What follows belongs to an exercise in optimizing a design on an open flow for small area; a production flow would make more cautious choices. The RTL was checked by simulation tests, not by an equivalence proof against the original design. No activity file was given, so power comes from the tool's default toggle rates.

==> flow/design.v <==
`timescale 1ns / 1ps
module UART(
input clk,
input rst,
input start,
input [7:0] txin,
output tx,
input rx,
output [7:0] rxout,
output rxdone, txdone
    );
parameter clock_rate= 100000;
parameter baudrate= 9600;
parameter wait_count=clock_rate/baudrate;
reg [3:0] c;
reg [3:0] j;
reg [7:0] txd;
wire jten    = j[3] & j[1];                  
wire tidle   = jten & c[0];                  
wire tfirst  = jten & c[1];                  
wire bitDone = c[3] & ~c[1] & c[0];          
wire wrap    = c[3] & ~c[2] & c[1] & ~c[0];  
reg dsel;
always @* begin
    case (j)
    4'd0: dsel = 1'b0;
    4'd1: dsel = txd[0];
    4'd2: dsel = txd[1];
    4'd3: dsel = txd[2];
    4'd4: dsel = txd[3];
    4'd5: dsel = txd[4];
    4'd6: dsel = txd[5];
    4'd7: dsel = txd[6];
    4'd8: dsel = txd[7];
    default: dsel = 1'b1;
    endcase
end
assign tx = dsel;
always @(posedge clk) begin
    if (rst) begin
        c <= 4'd1;
        j <= 4'd10;
    end else begin
        if (tidle) begin
            if (start)
                c <= 4'd14;
        end else if (wrap) begin
            c <= 4'd0;
            j <= j + 4'd1;
        end else begin
            c <= c + 4'd1;
            if (tfirst)
                j <= 4'd0;
        end
    end
    if (tidle)
        txd <= txin;
end
assign txdone = bitDone & j[3] & j[0];       
reg [2:0] p;
reg [3:0] r;
reg [9:1] rxdata;
wire ridle = (p == 3'd7);
always @(posedge clk) begin
    if (rst) begin
        p <= 3'd7;
        r <= 4'd0;
        rxdata <= 9'd0;
    end else begin
        if (ridle) begin
            rxdata <= 9'd0;
            r <= 4'd0;
            if (!rx) p <= 3'd0;
        end else if (p == 3'd6) begin
            if (r[3] & r[1]) begin           
                p <= 3'd7;
                r <= 4'd0;
            end else if (bitDone) begin
                p <= 3'd0;
                r <= r + 4'd1;
            end
        end else begin
            p <= p + 3'd1;
            if (p == 3'd5)
                rxdata <= {rx, rxdata[9:2]};
        end
    end
end
assign rxout = rxdata[8:1];
assign rxdone = bitDone & r[3] & r[0];       
endmodule
export LEC_CHECK = 0
export CAP_MARGIN = 20
export CORE_MARGIN = 2
export CORE_UTILIZATION = 40
export SLEW_MARGIN = 20
create_clock -name core_clock -period 10.0 [get_ports {clk}]
standard.sh (not shown) runs the stock make flow with config.mk's settings and CLKGATE_MAP_FILE= SYNTH_SCRIPT=/design/flow/synth_recipe.tcl, a recipe that flattens the netlist after the stock synthesis.
==> flow/flow/run.sh <==
#!/bin/bash
# Standard ORFS layout, with minimum-size port buffers and a small clock tree.
set -euo pipefail
cd "$(dirname "$0")/.."
bash standard.sh \
  "BUFFER_PORTS_ARGS=-buffer_cell sky130_fd_sc_hd__buf_1" \
  "CTS_ARGS=-sink_clustering_enable -repair_clock_nets -buf_list sky130_fd_sc_hd__clkbuf_8 -sink_clustering_size 32 -sink_clustering_max_diameter 200 -dont_use_dummy_load" \
  finish > standard.log 2>&1
The baseline went through all stages and came out clean.
Then changed:
==> flow/flow/run.sh (replaced) <==
#!/bin/bash
# Standard ORFS layout, with minimum-size port buffers and a small clock tree.
set -euo pipefail
cd "$(dirname "$0")/.."
bash standard.sh \
  "BUFFER_PORTS_ARGS=-buffer_cell sky130_fd_sc_hd__buf_1" \
  "CTS_ARGS=-sink_clustering_enable -repair_clock_nets -buf_list sky130_fd_sc_hd__clkbuf_4 -dont_use_dummy_load" \
  finish > standard.log 2>&1
After rerunning: Combinational power barely changes. Critical path depth does not change. Clock power came out lower by 29%. Via count drops by 0.91%. Cell count is unchanged. Synthesized cell count does not change. Sequential share of layout area is higher by 0.79 points. Design area drops by 1.8%. Sequential cell count is unchanged.
Then changed:
==> flow/flow/run.sh (replaced) <==
#!/bin/bash
# Standard ORFS layout, with minimum-size port buffers and a small clock tree.
set -euo pipefail
cd "$(dirname "$0")/.."
bash standard.sh \
  "BUFFER_PORTS_ARGS=-buffer_cell sky130_fd_sc_hd__buf_1" \
  "CTS_ARGS=-sink_clustering_enable -repair_clock_nets -buf_list sky130_fd_sc_hd__clkbuf_4 -sink_clustering_size 16 -sink_clustering_max_diameter 100 -dont_use_dummy_load" \
  finish > standard.log 2>&1
Cell area does not change. Worst hold slack is unchanged. Total power stays the same. Maximum frequency does not change. Non-clock buffer count does not change. Clock-buffer cell count stays the same. Worst setup slack is unchanged. Synthesized cell count does not change. Via count is unchanged. Flip-flop and latch count does not change. Global-route usage does not change.
Then changed:
==> flow/run.sh (new file) <==
#!/bin/bash
# synth_recipe.tcl (not shown) runs the flow's synth.tcl, then flattens the netlist and writes it again
# the make line also repeats each setting of config.mk as NAME=value (left out here)
make -C /OpenROAD-flow-scripts/flow DESIGN_CONFIG=/design/flow/config.mk WORK_HOME=/design/flow/orfs CLKGATE_MAP_FILE= SYNTH_SCRIPT=/design/flow/synth_recipe.tcl finish
removed: flow/flow/run.sh
removed: flow/standard.sh
Outcome: Cell count goes up by about 1.3%. Clock skew fell by 0.017 ns. Synthesized area does not change. Via count grows by about 2.8%. Global-route usage climbs by 1.2 points. Setup slack loses 0.33 ns.

## static timing again, ports no longer ideal
The flow's constraints put no driver on any port. The routed layouts listed below were extracted and timed again, unchanged, in two steps. Step 1 sets driving cells, clkbuf_16 on the clock port and buf_2 on the other inputs (assumed; they add their load-dependent delay and slew). Step 2 times the ports against the registers' clock, not the clock port: input delays grow and output delays shrink by t, the midpoint of the rising clock arrivals with the driver on. a / b / c = ideal ports / drivers / drivers and shift; a / b = the first two.
run	t (ns)	slack for setup (ns)	hold WS [ns]	worst setup path after step 2	slew at the worst register clock pin (ns)
the first run	0.301	6.238 / 6.213 / 6.514	0.500 / 0.500 / 0.500	register to output	0.06 / 0.06
the second run	0.338	6.182 / 6.158 / 6.496	0.504 / 0.504 / 0.504	register to output	0.10 / 0.10
the third run	0.338	6.182 / 6.158 / 6.496	0.504 / 0.504 / 0.504	register to output	0.10 / 0.10
the fourth run	0.301	5.854 / 5.828 / 6.129	0.509 / 0.509 / 0.509	register to output	0.06 / 0.06
After both steps setup and hold are still met in every run listed.
